This design comes from an exercise in tuning for a short achievable clock period and few clock cycles on the open sky130 flow, not from production work. Function was checked by simulation only, so behaviour that the tests miss may differ from the original. No activity file was given, so power comes from the tool's default toggle rates.

==> design/flow/design.v <==
module cpu18 (
  input  wire        clk,
  input  wire        rst,
  output wire [9:0]  imem_addr,
  input  wire [17:0] imem_rdata,
  output wire [9:0]  dmem_addr,
  output wire [17:0] dmem_wdata,
  output wire        dmem_we,
  input  wire [17:0] dmem_rdata,
  output wire        halt
);
  function is_wr;  input [3:0] op; is_wr  = (op[3:2] == 2'b00) || (op[3:1] == 3'b010) || (op == 4'b0110); endfunction
  function is_imm; input [3:0] op; is_imm = (op[3:1] == 3'b010); endfunction
  function is_mem; input [3:0] op; is_mem = (op[3:1] == 3'b011); endfunction
  function is_jmp; input [3:0] op; is_jmp = (op >= 4'b1001) && (op <= 4'b1110); endfunction
  function is_sum; input [3:0] op; is_sum = (op == 4'b0000) || (op == 4'b0100); endfunction
  function cond;
    input [3:0] op;
    input z, c;
    begin
      case (op)
        4'b1001: cond = 1'b1;
        4'b1010: cond = z;
        4'b1011: cond = ~z & ~c;
        4'b1100: cond = c;
        4'b1101: cond = ~c;
        4'b1110: cond = c | z;
        default: cond = 1'b0;
      endcase
    end
  endfunction
  function [15:0] rmask;
    input [17:0] w;
    begin
      rmask = 16'd0;
      case (w[17:14])
        4'b0000, 4'b0001, 4'b0010, 4'b0011, 4'b1000: begin
          rmask[w[9:6]] = 1'b1;
          rmask[w[3:0]] = 1'b1;
        end
        4'b0100, 4'b0101: rmask[w[9:6]] = 1'b1;
        4'b0111:          rmask[w[13:10]] = 1'b1;
        default: ;
      endcase
    end
  endfunction
  function [15:0] wmask;
    input [17:0] w;
    begin
      wmask = 16'd0;
      if (is_wr(w[17:14]))
        wmask[w[13:10]] = 1'b1;
    end
  endfunction
  function compat;
    input [17:0] a, b;
    reg [15:0] rb;
    begin
      rb = rmask(b);
      compat = a[17:14] != 4'b1111 && b[17:14] != 4'b1111 &&
               !(is_mem(a[17:14]) && is_mem(b[17:14])) &&
               !(is_wr(a[17:14]) && rb[a[13:10]]) &&
               !(a[17:14] == 4'b1000 && is_jmp(b[17:14]) && b[17:14] != 4'b1001) &&
               !(is_jmp(b[17:14]) && b[9:0] == 10'd0);
    end
  endfunction
  function [9:0] add10;
    input [9:0] a, b;
    reg [9:0] g, p, gg, pp, gn, pn;
    integer i, d;
    begin
      g = a & b;
      p = a ^ b;
      gg = g;
      pp = p;
      for (d = 1; d < 10; d = d * 2) begin
        gn = gg;
        pn = pp;
        for (i = d; i < 10; i = i + 1) begin
          gn[i] = gg[i] | (pp[i] & gg[i-d]);
          pn[i] = pp[i] & pp[i-d];
        end
        gg = gn;
        pp = pn;
      end
      add10 = p ^ {gg[8:0], 1'b0};
    end
  endfunction
  reg  [9:0]  pc;
  reg  [9:0]  pc1, pc2;   
  reg  [17:0] R [0:15];
  reg         zf, cf;
  reg         halted;
  localparam CW = 10 + 1 + 18;
  reg  [15:0]   c_val;
  reg  [5:0]    c_tag [0:15];
  reg  [CW-1:0] c_dat [0:15];
  reg  [7:0]    j_val;
  reg  [6:0]    j_tag [0:7];
  reg  [CW-1:0] j_dat [0:7];
  reg           j1_v, j2_v, j3_v;
  reg  [9:0]    j1_a, j2_a, j3_a;
  reg           pw_v, pw2_v, fv;
  reg  [17:0]   pw, pw2;
  reg  [9:0]    fk;    
  reg  [9:0]    ft;    
  reg           s1_v;
  reg  [CW-1:0] s1;
  wire [17:0] ins1 = s1[17:0];
  wire        ps1  = s1[18];
  wire [9:0]  tgt1 = s1[28:19];
  wire [3:0]  op1  = ins1[17:14];
  reg  [15:0] e0_wen;           
  reg  [15:0] e1_wm;            
  reg         e1_v;             
  reg         e0_ld, e1_ld, e0_cmp, e1_cmp, e0_sum, e1_sum;
  reg         e_rst, e_st;
  reg  [1:0]  e0_aluop, e1_aluop;  
  reg  [17:0] opa0, opb0, opa1, opb1, sdata;
  reg  [9:0]  daddr;
  function [17:0] logic_op;
    input [1:0]  f;
    input [17:0] a, b;
    begin
      case (f)
        2'd1: logic_op = a & b;
        2'd2: logic_op = ~(a & b);
        default: logic_op = ~(a | b);
      endcase
    end
  endfunction
  wire [17:0] lres0 = e_rst ? 18'd0 : e0_ld ? dmem_rdata : logic_op(e0_aluop, opa0, opb0);
  wire [17:0] lres1 = e1_ld ? dmem_rdata : logic_op(e1_aluop, opa1, opb1);
  wire [17:0] sum0  = opa0 + opb0;
  wire [17:0] sum1  = opa1 + opb1;
  wire [17:0] result0 = e0_sum ? sum0 : lres0;
  wire [17:0] result1 = e1_sum ? sum1 : lres1;
  wire [15:0] e1_wen  = e1_v ? e1_wm : 16'd0;
  wire zf_n = e1_cmp ? (opa1 == opb1) : e0_cmp ? (opa0 == opb0) : ~e_rst & zf;
  wire cf_n = e1_cmp ? (opa1 <  opb1) : e0_cmp ? (opa0 <  opb0) : ~e_rst & cf;
  wire [17:0] ins0 = imem_rdata;
  wire [3:0]  op0  = ins0[17:14];
  wire [3:0]  d0   = ins0[13:10];
  wire        halt0 = ins0[9:0] == 10'd0;
  wire [9:0] tgt0  = add10(pc,  ins0[9:0]);
  wire [9:0] tgt0a = add10(pc1, ins0[9:0]);   
  wire [9:0] tgt0b = add10(pc2, ins0[9:0]);   
  wire [9:0] pc3   = pc2 + 10'd1;
  wire [9:0] pc4   = pc2 + 10'd2;
  wire [9:0] tgt1a = tgt1 + 10'd1;
  wire [9:0] tgt1b = tgt1 + 10'd2;
  function [CW:0] lookup;
    input [9:0] a;
    begin
      lookup = {c_val[a[3:0]] && c_tag[a[3:0]] == a[9:4], c_dat[a[3:0]]};
    end
  endfunction
  wire [CW:0] l_pc1  = lookup(pc1);
  wire [CW:0] l_pc2  = lookup(pc2);
  wire [CW:0] l_tgt1 = lookup(tgt1);
  wire [CW:0] l_jmp  = {j_val[pc[2:0]] && j_tag[pc[2:0]] == pc[9:3], j_dat[pc[2:0]]};
  wire pairable = s1_v & ps1;
  wire tk0_n = cond(op0, 1'b0, 1'b0), tk1_n = cond(op1, 1'b0, 1'b0);
  wire tk0_z = cond(op0, 1'b1, 1'b0), tk1_z = cond(op1, 1'b1, 1'b0);
  wire tk0_c = cond(op0, 1'b0, 1'b1), tk1_c = cond(op1, 1'b0, 1'b1);
  wire pr_n = pairable & ~tk0_n;
  wire pr_z = pairable & ~tk0_z;
  wire pr_c = pairable & ~tk0_c;
  wire [9:0] pc_n = pr_n ? (tk1_n ? tgt1 : pc2) : (tk0_n ? tgt0 : pc1);
  wire [9:0] pc_z = pr_z ? (tk1_z ? tgt1 : pc2) : (tk0_z ? tgt0 : pc1);
  wire [9:0] pc_c = pr_c ? (tk1_c ? tgt1 : pc2) : (tk0_c ? tgt0 : pc1);
  wire [9:0] pa_n = pr_n ? (tk1_n ? tgt1a : pc3) : (tk0_n ? tgt0a : pc2);
  wire [9:0] pa_z = pr_z ? (tk1_z ? tgt1a : pc3) : (tk0_z ? tgt0a : pc2);
  wire [9:0] pa_c = pr_c ? (tk1_c ? tgt1a : pc3) : (tk0_c ? tgt0a : pc2);
  wire [9:0] pb_n = pr_n ? (tk1_n ? tgt1b : pc4) : (tk0_n ? tgt0b : pc3);
  wire [9:0] pb_z = pr_z ? (tk1_z ? tgt1b : pc4) : (tk0_z ? tgt0b : pc3);
  wire [9:0] pb_c = pr_c ? (tk1_c ? tgt1b : pc4) : (tk0_c ? tgt0b : pc3);
  wire [CW:0] s1_n = pr_n ? (tk1_n ? l_tgt1 : l_pc2) : (tk0_n ? l_jmp : l_pc1);
  wire [CW:0] s1_z = pr_z ? (tk1_z ? l_tgt1 : l_pc2) : (tk0_z ? l_jmp : l_pc1);
  wire [CW:0] s1_c = pr_c ? (tk1_c ? l_tgt1 : l_pc2) : (tk0_c ? l_jmp : l_pc1);
  wire        pair     = zf_n ? pr_z : cf_n ? pr_c : pr_n;
  wire        tk0      = zf_n ? tk0_z : cf_n ? tk0_c : tk0_n;
  wire [9:0]  pc_next  = zf_n ? pc_z : cf_n ? pc_c : pc_n;
  wire [9:0]  pc1_next = zf_n ? pa_z : cf_n ? pa_c : pa_n;
  wire [9:0]  pc2_next = zf_n ? pb_z : cf_n ? pb_c : pb_n;
  wire [CW:0] s1_next  = zf_n ? s1_z : cf_n ? s1_c : s1_n;
  function [17:0] rd;
    input [3:0] s;
    begin
      if (e1_wen[s])
        rd = result1;
      else if (e0_wen[s])
        rd = result0;
      else
        rd = R[s];
    end
  endfunction
  wire [9:0] pcm1 = pc - 10'd1;
  integer k;
  always @(posedge clk or posedge rst) begin
    if (rst) begin
      pc       <= 10'd0;
      pc1      <= 10'd1;
      pc2      <= 10'd2;
      halted   <= 1'b0;
      zf       <= 1'b0;
      cf       <= 1'b0;
      c_val    <= 16'd0;
      pw_v     <= 1'b0;
      pw2_v    <= 1'b0;
      fv       <= 1'b0;
      j_val    <= 8'd0;
      j1_v     <= 1'b0;
      j2_v     <= 1'b0;
      j3_v     <= 1'b0;
      s1_v     <= 1'b0;
      e0_wen   <= 16'd0;
      e1_v     <= 1'b0;
      e0_ld    <= 1'b0;
      e1_ld    <= 1'b0;
      e0_cmp   <= 1'b0;
      e1_cmp   <= 1'b0;
      e0_sum   <= 1'b0;
      e1_sum   <= 1'b0;
      e_rst    <= 1'b0;
      e_st     <= 1'b0;
      for (k = 0; k < 16; k = k + 1)
        R[k] <= 18'd0;
    end else begin
      for (k = 0; k < 16; k = k + 1)
        if (e1_wen[k])
          R[k] <= result1;
        else if (e0_wen[k])
          R[k] <= result0;
      zf <= zf_n;
      cf <= cf_n;
      if (fv)
        c_val[fk[3:0]] <= 1'b1;
      fv       <= 1'b1;
      if (j3_v)
        j_val[j3_a[2:0]] <= 1'b1;
      j1_v     <= tk0 & ~halt0;
      j2_v     <= j1_v & ~pair & ~tk0;
      j3_v     <= j2_v;
      pw_v     <= ~pair & ~tk0;
      pw2_v    <= pw_v;
      pc       <= pc_next;
      pc1      <= pc1_next;
      pc2      <= pc2_next;
      s1_v     <= s1_next[CW];
      halted   <= halted | (tk0 && halt0);
      e0_wen   <= op0 == 4'b1111 ? 16'hffff : wmask(ins0);
      e0_ld    <= op0 == 4'b0110;
      e0_cmp   <= op0 == 4'b1000;
      e0_sum   <= is_sum(op0);
      e_rst    <= op0 == 4'b1111;
      e1_v     <= pair;
      e1_ld    <= op1 == 4'b0110;
      e1_cmp   <= pair && op1 == 4'b1000;
      e1_sum   <= is_sum(op1);
      e_st     <= op0 == 4'b0111 || (pair && op1 == 4'b0111);
    end
  end
  always @(posedge clk) begin
    e0_aluop <= op0[1:0];
    opa0     <= rd(ins0[9:6]);
    opb0     <= is_imm(op0) ? {{12{ins0[5]}}, ins0[5:0]} : rd(ins0[3:0]);
    e1_wm    <= wmask(ins1);
    e1_aluop <= op1[1:0];
    opa1     <= rd(ins1[9:6]);
    opb1     <= is_imm(op1) ? {{12{ins1[5]}}, ins1[5:0]} : rd(ins1[3:0]);
    daddr    <= is_mem(op0) ? ins0[9:0] : ins1[9:0];
    sdata    <= is_mem(op0) ? rd(d0) : rd(ins1[13:10]);
    pw       <= ins0;
    pw2      <= pw;
    fk       <= pcm1;
    ft       <= tgt0;
    s1       <= s1_next[CW-1:0];
    j1_a     <= pc;
    j2_a     <= j1_a;
    j3_a     <= j2_a;
    if (j3_v) begin
      j_tag[j3_a[2:0]] <= j3_a[9:3];
      j_dat[j3_a[2:0]] <= {ft, pw2_v && compat(pw2, pw), pw};
    end
    c_tag[fk[3:0]] <= fk[9:4];
    c_dat[fk[3:0]] <= {ft, pw2_v && compat(pw2, pw), pw};
  end
  assign imem_addr  = pc;
  assign dmem_addr  = daddr;
  assign dmem_wdata = sdata;
  assign dmem_we    = e_st;
  assign halt       = halted;
endmodule
==> design/flow/flow/run.sh <==
#!/bin/bash
# The standard layout, with timing repair aiming for a tighter target than
# the 9 ns clock (a larger setup slack margin); constraints are unchanged.
set -euo pipefail
bash standard.sh SETUP_SLACK_MARGIN=6 finish > make_finish.log 2>&1
==> design/flow/standard.sh <==
#!/bin/bash
# synth_recipe.tcl (not shown) runs the flow's synth.tcl, then flattens the netlist and writes it again
# the make line also repeats each setting of config.mk as NAME=value (left out here)
make -C /OpenROAD-flow-scripts/flow DESIGN_CONFIG=/design/flow/config.mk WORK_HOME=/design/flow/orfs CLKGATE_MAP_FILE= SYNTH_SCRIPT=/design/flow/synth_recipe.tcl "${@:-finish}"
==> design/flow/config.mk <==
export PLATFORM = sky130hd
export DESIGN_NAME = cpu18
export DESIGN_NICKNAME = cpu18
export VERILOG_FILES = /design/flow/design.v
export SDC_FILE = /design/flow/constraint.sdc
export NUM_CORES = 4
export LEC_CHECK = 0
export CAP_MARGIN = 40
export CORE_MARGIN = 2
export CORE_UTILIZATION = 30
export SLEW_MARGIN = 40
export TNS_END_PERCENT = 100
==> design/flow/constraint.sdc <==
create_clock -name core_clock -period 9.0 [get_ports {clk}]
set_input_delay 1.8000 -clock core_clock [delete_from_list [all_inputs] [get_ports {clk}]]
set_output_delay 1.8000 -clock core_clock [all_outputs]
set_load 0.01 [all_outputs]
==> insert_results.sql, run 1 <==
INSERT INTO impl_metrics (metric_group, metric, value, unit) VALUES
('global_routing', 'grt_first_pass_wirelength', '641000', 'µm'),
('sta', 'post-route-min-period', '3530', 'ps'),
('layout', 'layout-drive-gt1-share', '31.7', '%'),
('die', 'initial_core_util', '30.1', '%'),
('clock_tree', 'clkLatencyLatePin', '930', 'ps'),
('synth', 'syn-num-nets', '7787', ''),
('die', 'die_height', '544', 'µm'),
('place', 'numPlacedInstances', '11100', ''),
('place', 'placed_standard_cell_area', '0.0941', 'mm²'),
('synth', 'post_synth_mux_area_share', '19.9', '%'),
('synth', 'post_synth_and_or_nand_nor_area_fraction', '8.40', '%'),
('setup_path', 'rrSetupSlack', '5470', 'ps'),
('global_routing', 'pin_count_of_the_biggest_net_entering_global_routing', '98', ''),
('clock_tree', 'cts_buffers', '170', ''),
('clock_tree', 'clock-root-buffer', 'sky130_fd_sc_hd__clkbuf_16', ''),
('setup_path', 'timing.critical_path.to_type', 'flop', ''),
('synth', 'synth_warnings', '2', ''),
('clock_tree', 'cts_tree', 'done', ''),
('status', 'status', 'no timing/DRC/antenna violations', ''),
('place', 'gpl.final_weighted_congestion', '1.02', ''),
('synth', 'synth.area.top_cells', 'sky130_fd_sc_hd__edfxtp_1, sky130_fd_sc_hd__mux4_2, sky130_fd_sc_hd__dfrtp_1, sky130_fd_sc_hd__dfxtp_1, sky130_fd_sc_hd__a22oi_1', ''),
('worst_hold_path', 'hp-class', 'flop to flop', ''),
('worst_hold_path', 'holdPathStages', '0', ''),
('die', 'fp.dieW', '544', 'µm'),
('setup_path', 'crit_type', 'flop to flop', ''),
('die', 'ioPinCount', '78', ''),
('clock_tree', 'ctsHtreeMaxLevel', '4', ''),
('setup_path', 'startpoint_type', 'flop', ''),
('worst_hold_path', 'hold_path_end', 'j2_a[3]', ''),
('worst_hold_path', 'min_from', 'j1_a[3]', ''),
('power_and_ir_drop', 'power_density', '395', 'mW/mm²'),
('die', 'die_area', '0.296', 'mm²'),
('place', 'detailed_place_hpwl', '256000', 'µm'),
('synth', 'area_fraction_in_compound_gates_after_synthesis', '18.8', '%'),
('drt', 'num_vias', '82200', ''),
('sta', 'slew-limit-headroom', '31.4', '%'),
('synth', 'async_set_or_reset_register_ratio_after_synthesis', '26.0', '%'),
('synth', 'synth_largest_type_area_fraction', '29.1', '%'),
('sta', 'slew_of_the_pin_with_the_lowest_slew_margin', '1030', 'ps'),
('synth', 'postSynth.topFlopCell', 'sky130_fd_sc_hd__edfxtp_1', ''),
('clock_tree', 'cts_max_path_buffers', '4', ''),
('layout', 'layout.cells.non_filler', '11900', ''),
('setup_path', 'cp_data_arrival_time', '4340', 'ps'),
('layout', 'seqCellArea', '0.0397', 'mm²'),
('clock_tree', 'numClockSinks', '1448', ''),
('synth', 'ys_ff_latch', '1448', ''),
('drt', 'route.detailed.drc', '0', ''),
('synth', 'post-synth-top-area-cell', 'sky130_fd_sc_hd__edfxtp_1', ''),
('global_routing', 'overflow', '0', ''),
('sta', 'finClkSkew', '116', 'ps'),
('drt', 'totalWireLength', '479000', 'µm'),
('synth', 'synth_top_family_by_area', 'multiplexers', ''),
('die', 'coreArea', '0.291', 'mm²'),
('synth', 'adder_and_majority_cell_fraction_of_the_synthesized_area', '2.65', '%'),
('setup_path', 'worst_r2r_path_depth', '13', ''),
('power_and_ir_drop', 'power', '43400', 'µW'),
('global_routing', 'first_global_vias', '77800', ''),
('setup_path', 'critical_path_peak_fanout', '7', ''),
('drt', 'first_iter_violations', '15300', ''),
('layout', 'final_net_count', '8059', ''),
('synth', 'post_synth.cell_area_avg', '11.6', 'µm²'),
('global_routing', 'antenna_violations_before_repair', '40', ''),
('synth', 'synth_xor_xnor_area_share', '1.28', '%'),
('sta', 'rsz0062_at_grt', 'true', ''),
('setup_path', 'r2r_end', 's1[17]', ''),
('setup_path', 'timing.rr.start', 'opa0[17]', ''),
('synth', 'synth_enable_flop_cells', '848', ''),
('drt', 'drtAntennaViolNets', '0', ''),
('drt', 'wire_per_inst', '40.3', 'µm'),
('clock_tree', 'clkSlewWorstSetupHoldPaths', '60', 'ps'),
('layout', 'post_route_cell_area', '0.110', 'mm²');
[logic make-up (layout without fill, tap and decap cells)]
kind of cell,count (synthesis),count (layout)
and+or+nand+nor,1594,1597
AOI/OAI and AO/OA,2409,2410
xor gates and xnor gates,128,128
DFF,1448,1448
adders and majority gates,182,182
buffers and inverters,886,1282
other,1,24
muxes,919,924
[state kept, by name, indices dropped and copies added, names as in the netlist, 16 cells and up]
signal and flops:
e1_wm 16, s1 29, opb1 18, sdata 18, c_tag 96, c_dat 464, opa0 18, R 288
c_val 16, opb0 18, j_tag 56, e0_wen 16, opa1 18, pw 17, j_dat 232
[layout make-up]
type / instances / area share (%)
inverter: 167 / 0.647
timing repair buffer: 806 / 9.40
multi-input combinational: 5242 / 44.2
antenna: 23 / 0.0523
tap: 3900 / 4.44
clock buffer: 225 / 4.37
timing repair inverter: 4 / 0.0330
clock inverter: 80 / 0.801
sequential: 1448 / 36.0
[what timing repair did]
item | in CTS | in global routing
resized for setup | 956 | 425
gates cloned | 51 | 29
hold buffers | 0 | 0
endpoints found under the setup margin | 654 | 483
buffers inserted | 252 | 125
pin swaps | 135 | 186
[worst max path at each step]
stage                               from  cells after the start   endpoint
after floorplan                      rst                      1    R[0][0]
after global placement    imem_rdata[10]                     12  sdata[16]
after detailed placement   imem_rdata[7]                     10   opa0[15]
after CTS                       opa0[16]                     13      pc[3]
after global routing            opa0[16]                     13      s1[9]
final                           opa0[17]                     13     s1[17]
[worst max-delay path: stages, from the launching register on]
cell	delay, ps
sky130_fd_sc_hd__dfxtp_4	500
sky130_fd_sc_hd__inv_4	50
sky130_fd_sc_hd__ha_4	220
sky130_fd_sc_hd__or4_4	550
sky130_fd_sc_hd__nor4b_4	330
sky130_fd_sc_hd__o41a_4	270
sky130_fd_sc_hd__o221ai_4	140
sky130_fd_sc_hd__buf_12	180
sky130_fd_sc_hd__or3_4	470
sky130_fd_sc_hd__buf_8	170
sky130_fd_sc_hd__clkbuf_16	200
sky130_fd_sc_hd__a21oi_2	110
sky130_fd_sc_hd__nor3_1	60
sky130_fd_sc_hd__a22oi_1	190
[per-layer routing]
layer | vias up | global-route usage, % | wire length [µm]
met2 | 7789 | 43.6 | 195000
met1 | 40900 | 36.5 | 163000
li1 | 30800 | - | -
met3 | 2670 | 13.5 | 71200
met4 | 39 | 23.8 | 49800
met5 | - | 1.54 | 806
[Yosys cell counts, types with 199 or more instances]
master,n
sky130_fd_sc_hd__nand2_1,610
sky130_fd_sc_hd__o211ai_1,272
sky130_fd_sc_hd__o21ai_0,463
sky130_fd_sc_hd__edfxtp_1,848
sky130_fd_sc_hd__a22oi_1,584
sky130_fd_sc_hd__nor2_1,349
sky130_fd_sc_hd__clkbuf_1,547
sky130_fd_sc_hd__mux4_2,645
sky130_fd_sc_hd__mux2i_1,199
sky130_fd_sc_hd__a21oi_1,394
sky130_fd_sc_hd__dfxtp_1,223
sky130_fd_sc_hd__dfrtp_1,375
[cells in the final DEF, fill, tap and decap left out, drive strengths merged, types with 33 or more instances in the layout]
cell / Yosys / routed
a211oi: 56 / 56
a21o: 33 / 33
a21oi: 394 / 395
a221oi: 147 / 147
a22o: 110 / 110
a22oi: 584 / 584
and2: 73 / 75
and3: 36 / 36
buf: 171 / 742
clkbuf: 548 / 249
clkinv: 4 / 57
dfrtp: 375 / 375
dfxtp: 223 / 223
edfxtp: 848 / 848
ha: 177 / 177
inv: 163 / 163
mux2: 73 / 73
mux2i: 201 / 202
mux4: 645 / 649
nand2: 610 / 610
nand2b: 36 / 36
nand3: 134 / 134
nand4: 123 / 123
nor2: 349 / 349
nor3: 126 / 126
o211ai: 272 / 272
o21ai: 467 / 467
o221ai: 35 / 35
o22ai: 70 / 70
xnor2: 87 / 87
xor2: 41 / 41
[where the power goes]
group / leakage (µW) / switching [µW] / internal [µW]
Clock: 0.00279 / 2980 / 4240
Combinational: 0.0211 / 14000 / 9840
Sequential: 0.0139 / 3280 / 9120
[metrics by stage]
step                setup WS (ps)  utilization [%]
floorplan                    2140                -
global placement             3160             32.2
detailed placement           3620             32.4
CTS                          5540             36.6
global route                 5420             37.8
finish                       5470             37.9
Testbench counts, summed over its fixed seeds: cycles 55,825.
==> run 2: changes to the inputs <==
--- a/design/flow/config.mk
+++ b/design/flow/config.mk
@@ -8,5 +8,6 @@
 export CAP_MARGIN = 40
 export CORE_MARGIN = 2
 export CORE_UTILIZATION = 30
+export PLACE_DENSITY = 0.42
 export SLEW_MARGIN = 40
 export TNS_END_PERCENT = 100
==> insert_results.sql, run 2 <==
INSERT INTO impl_metrics (metric_group, metric, value, unit) VALUES
('clock_tree', 'ctsHtreeMaxLevel', '4', ''),
('sta', 'setup_ws', '5380', 'ps'),
('sta', 'clock.fmax', '277', 'MHz'),
('die', 'initial_core_util', '30.1', '%'),
('synth', 'synth-seq-area-share', '45.0', '%'),
('sta', 'setup-violations-final', '0', ''),
('sta', 'min_period_over_period', '40.2', '%'),
('synth', 'post_synth.cell_area_avg', '11.6', 'µm²'),
('die', 'die_height', '544', 'µm'),
('sta', 'slew-limit-headroom', '32.5', '%'),
('sta', 'post-route-min-period', '3620', 'ps'),
('clock_tree', 'clock-root-buffer', 'sky130_fd_sc_hd__clkbuf_16', ''),
('flow_run', 'drv_cap', '0', ''),
('synth', 'synth.area.top_cells', 'sky130_fd_sc_hd__edfxtp_1, sky130_fd_sc_hd__mux4_2, sky130_fd_sc_hd__dfrtp_1, sky130_fd_sc_hd__dfxtp_1, sky130_fd_sc_hd__a22oi_1', ''),
('clock_tree', 'numClockSinks', '1448', ''),
('layout', 'largest_register_ff_count', '464', ''),
('setup_path', 'timing.critical_path.to_type', 'flop', ''),
('clock_tree', 'clkLatencyLatePin', '920', 'ps'),
('global_routing', 'grt_first_pass_wirelength', '707000', 'µm'),
('synth', 'synth_warnings', '2', ''),
('global_routing', 'first_global_vias', '78900', ''),
('layout', 'syn_to_final_growth', '32.1', '%'),
('status', 'status', 'no timing/DRC/antenna violations', ''),
('synth', 'synth.cell_area', '0.0875', 'mm²'),
('synth', 'post-synth-top-area-cell', 'sky130_fd_sc_hd__edfxtp_1', ''),
('power_and_ir_drop', 'irDropWorstVdd', '0.000313', 'V'),
('clock_tree', 'clkSlewWorstSetupHoldPaths', '70', 'ps'),
('drt', 'drt_pass1_iterations', '11', ''),
('drt', 'drtAntennaViolNets', '0', ''),
('setup_path', 'worst-endpoint-required', '9700', 'ps'),
('synth', 'synth_largest_type_area_fraction', '29.1', '%'),
('die', 'fp.dieW', '544', 'µm'),
('place', 'detailed_place_hpwl', '281000', 'µm'),
('setup_path', 'crit_type', 'input pin to flop', ''),
('worst_hold_path', 'min_from', 'j1_a[6]', ''),
('synth', 'postSynth.topFlopCell', 'sky130_fd_sc_hd__edfxtp_1', ''),
('synth', 'cells_after_synth', '7567', ''),
('synth', 'syn-num-nets', '7787', ''),
('setup_path', 'startpoint_type', 'input pin', ''),
('layout', 'fillers', '27200', ''),
('global_routing', 'antenna_violations_before_repair', '56', ''),
('global_routing', 'overflow', '0', ''),
('sta', 'final-hold-violation-count', '0', ''),
('clock_tree', 'cts_buffers', '184', ''),
('die', 'rows', '198', ''),
('sta', 'finClkSkew', '103', 'ps'),
('clock_tree', 'cts_max_path_buffers', '4', ''),
('power_and_ir_drop', 'power_leakage', '0.0403', 'µW'),
('worst_hold_path', 'hp-class', 'flop to flop', ''),
('setup_path', 'cp_data_arrival_time', '4310', 'ps'),
('synth', 'ys_ff_latch', '1448', ''),
('drt', 'route.detailed.drc', '0', ''),
('synth', 'synth_commonest_cells', 'sky130_fd_sc_hd__edfxtp_1, sky130_fd_sc_hd__mux4_2, sky130_fd_sc_hd__nand2_1', ''),
('place', 'place.port_buffers', '77', ''),
('setup_path', 'critical_path_peak_fanout', '18', ''),
('global_routing', 'track_usage', '34.9', '%'),
('power_and_ir_drop', 'power_density', '406', 'mW/mm²'),
('synth', 'post-synth-top-count-cell', 'sky130_fd_sc_hd__edfxtp_1', ''),
('drt', 'num_vias', '83500', ''),
('global_routing', 'pin_count_of_the_biggest_net_entering_global_routing', '107', ''),
('sta', 'slew_of_the_pin_with_the_lowest_slew_margin', '1010', 'ps'),
('synth', 'netlist-cell-type-count', '95', ''),
('drt', 'routed_via_density', '6.87', ''),
('place', 'gpl.final_weighted_congestion', '0.981', ''),
('sta', 'setup-tns-final', '0', 'ps'),
('layout', 'layout-drive-gt1-share', '36.3', '%'),
('layout', 'final_net_count', '8289', ''),
('setup_path', 'timing.rr.start', 'opa0[16]', ''),
('place', 'post-place-ws', '3720', 'ps'),
('sta', 'hold_slack', '320', 'ps'),
('drt', 'first_iter_violations', '13900', ''),
('die', 'coreArea', '0.291', 'mm²'),
('drt', 'wire_per_inst', '43.9', 'µm'),
('worst_hold_path', 'hold_path_end', 'j2_a[6]', ''),
('sta', 'rsz0062_at_grt', 'true', ''),
('die', 'ioPinCount', '78', ''),
('synth', 'async_set_or_reset_register_ratio_after_synthesis', '26.0', '%'),
('worst_hold_path', 'holdPathStages', '0', ''),
('layout', 'layout.cells.most_common', 'sky130_fd_sc_hd__edfxtp_1', ''),
('setup_path', 'worst_r2r_path_depth', '14', ''),
('clock_tree', 'cts_tree', 'done', ''),
('drt', 'totalWireLength', '534000', 'µm'),
('sta', 'slew_viol_final', '0', ''),
('synth', 'synth_enable_flop_cells', '848', ''),
('layout', 'most-common-layout-cells', 'sky130_fd_sc_hd__edfxtp_1, sky130_fd_sc_hd__mux4_2, sky130_fd_sc_hd__a22oi_1, sky130_fd_sc_hd__nand2_1, sky130_fd_sc_hd__buf_4', ''),
('die', 'die_area', '0.296', 'mm²'),
('setup_path', 'rrSetupSlack', '5510', 'ps'),
('setup_path', 'r2r_end', 's1[9]', '');
-- run 2: cell counts after synthesis --
No cell type changed its count.
-- run 2: how the worst max path moves through the flow --
stage,cells past startpoint,endpoint,slack (ps),startpoint
floorplan,1,R[0][0],2140,rst
finish,10,opb0[12],5380,imem_rdata[1]
global route,2,imem_addr[1],5430,pc[1]
global placement,11,sdata[17],3570,imem_rdata[10]
CTS,2,imem_addr[1],5400,pc[1]
detailed placement,12,opa0[15],3720,imem_rdata[8]
-- run 2: power by group --
group | leakage (µW) | internal [µW] | switching, µW
combinational | 0.0233 | 11000 | 15500
clock | 0.00308 | 4780 | 3230
sequential | 0.0139 | 9120 | 3280
-- run 2: cells by family after synthesis --
| family | count (synthesis) | share of synthesized area [%] |
|---|---|---|
| AOI/OAI and AO/OA | 2409 | 18.8 |
| and+or+nand+nor | 1594 | 8.40 |
| DFF | 1448 | 45.0 |
| muxes | 919 | 19.9 |
| buffers and inverters | 886 | 4.00 |
| adders and majority gates | 182 | 2.65 |
| xor gates and xnor gates | 128 | 1.28 |
| other | 1 | 0.00429 |
-- run 2: final cells by class --
class / count / area, µm² / area share (%)
diodes: 30 / 75.1 / 0.0650
flip-flops and latches: 1448 / 39700 / 34.3
clock buffers: 248 / 5120 / 4.43
repair inverters: 3 / 26.3 / 0.0227
inverters: 167 / 718 / 0.622
well taps: 3900 / 4880 / 4.22
multi-input cells: 5251 / 50300 / 43.5
clock inverters: 88 / 1270 / 1.10
repair buffers: 1014 / 13500 / 11.7
-- run 2: worst max-delay path, stage by stage --
cell                        delay (ps)
sky130_fd_sc_hd__buf_8              90
sky130_fd_sc_hd__bufbuf_16         240
sky130_fd_sc_hd__nand2b_4          160
sky130_fd_sc_hd__nor3_2             50
sky130_fd_sc_hd__buf_6             240
sky130_fd_sc_hd__a22oi_1           220
sky130_fd_sc_hd__nand4_1           700
sky130_fd_sc_hd__o221ai_2          420
sky130_fd_sc_hd__o211a_1           280
sky130_fd_sc_hd__o31ai_1            90
-- run 2: through the flow --
| stage | total power, µW | cells | area (µm²) | utilization (%) |
|---|---|---|---|---|
| finish | 46900 | 12100 | 116000 | 39.8 |
| global route | 48000 | 12100 | 115000 | 39.7 |
| CTS | 44300 | 11900 | 112000 | 38.4 |
| global placement | 32200 | 11100 | 93700 | 32.3 |
| floorplan | 23400 | 7567 | 88700 | - |
| detailed placement | 32500 | 11100 | 94600 | 32.6 |
-- run 2: routing by layer --
metal	vias up	share of wire [%]	global-route usage (%)
met4	46	9.1	24.7
met3	2312	13	14.1
met2	7201	41	48.9
met5	-	0.094	0.698
met1	42600	37	43.1
li1	31400	-	-
-- run 2: timing repair --
action / in CTS / in global routing
buffers inserted: 397 / 154
resized for setup: 1366 / 499
gates cloned: 93 / 15
hold buffers: 0 / 0
hold endpoints to repair: 0 / 0
pin swaps: 220 / 280
setup endpoints to repair: 517 / 393

port drivers added, routing unchanged:
The results above use ideal ports. As a check the final layouts listed here were re-extracted and re-timed, cells and wires unchanged.
Step 1 (the two cells are an assumption about what drives the block):
set clk [get_ports {clk}]
set_driving_cell -lib_cell sky130_fd_sc_hd__clkbuf_16 $clk
set_driving_cell -lib_cell sky130_fd_sc_hd__buf_2 [delete_from_list [all_inputs] $clk]
Step 2 moves the port delays by t, midway between the first and last clock arrival at a register: inputs arrive t later, outputs are due t later. That takes back most of the time a late clock gives input paths.
Three values: no drivers, after step 1, after step 2; two values: the first two.
run | t, ns | slack for setup (ns) | hold slack, ns | slew at the worst register clock pin (ns)
run 1 | 0.961 | 5.473 / 5.473 / 4.645 | 0.325 / 0.325 / 0.325 | 0.07 / 0.07
run 2 | 0.970 | 5.385 / 5.355 / 4.396 | 0.320 / 0.320 / 0.320 | 0.07 / 0.07
After both steps setup and hold are still met in every run listed. The setup slack of run 2, which loses most, moves by -0.030 ns with the drivers and by -0.989 ns with both steps.
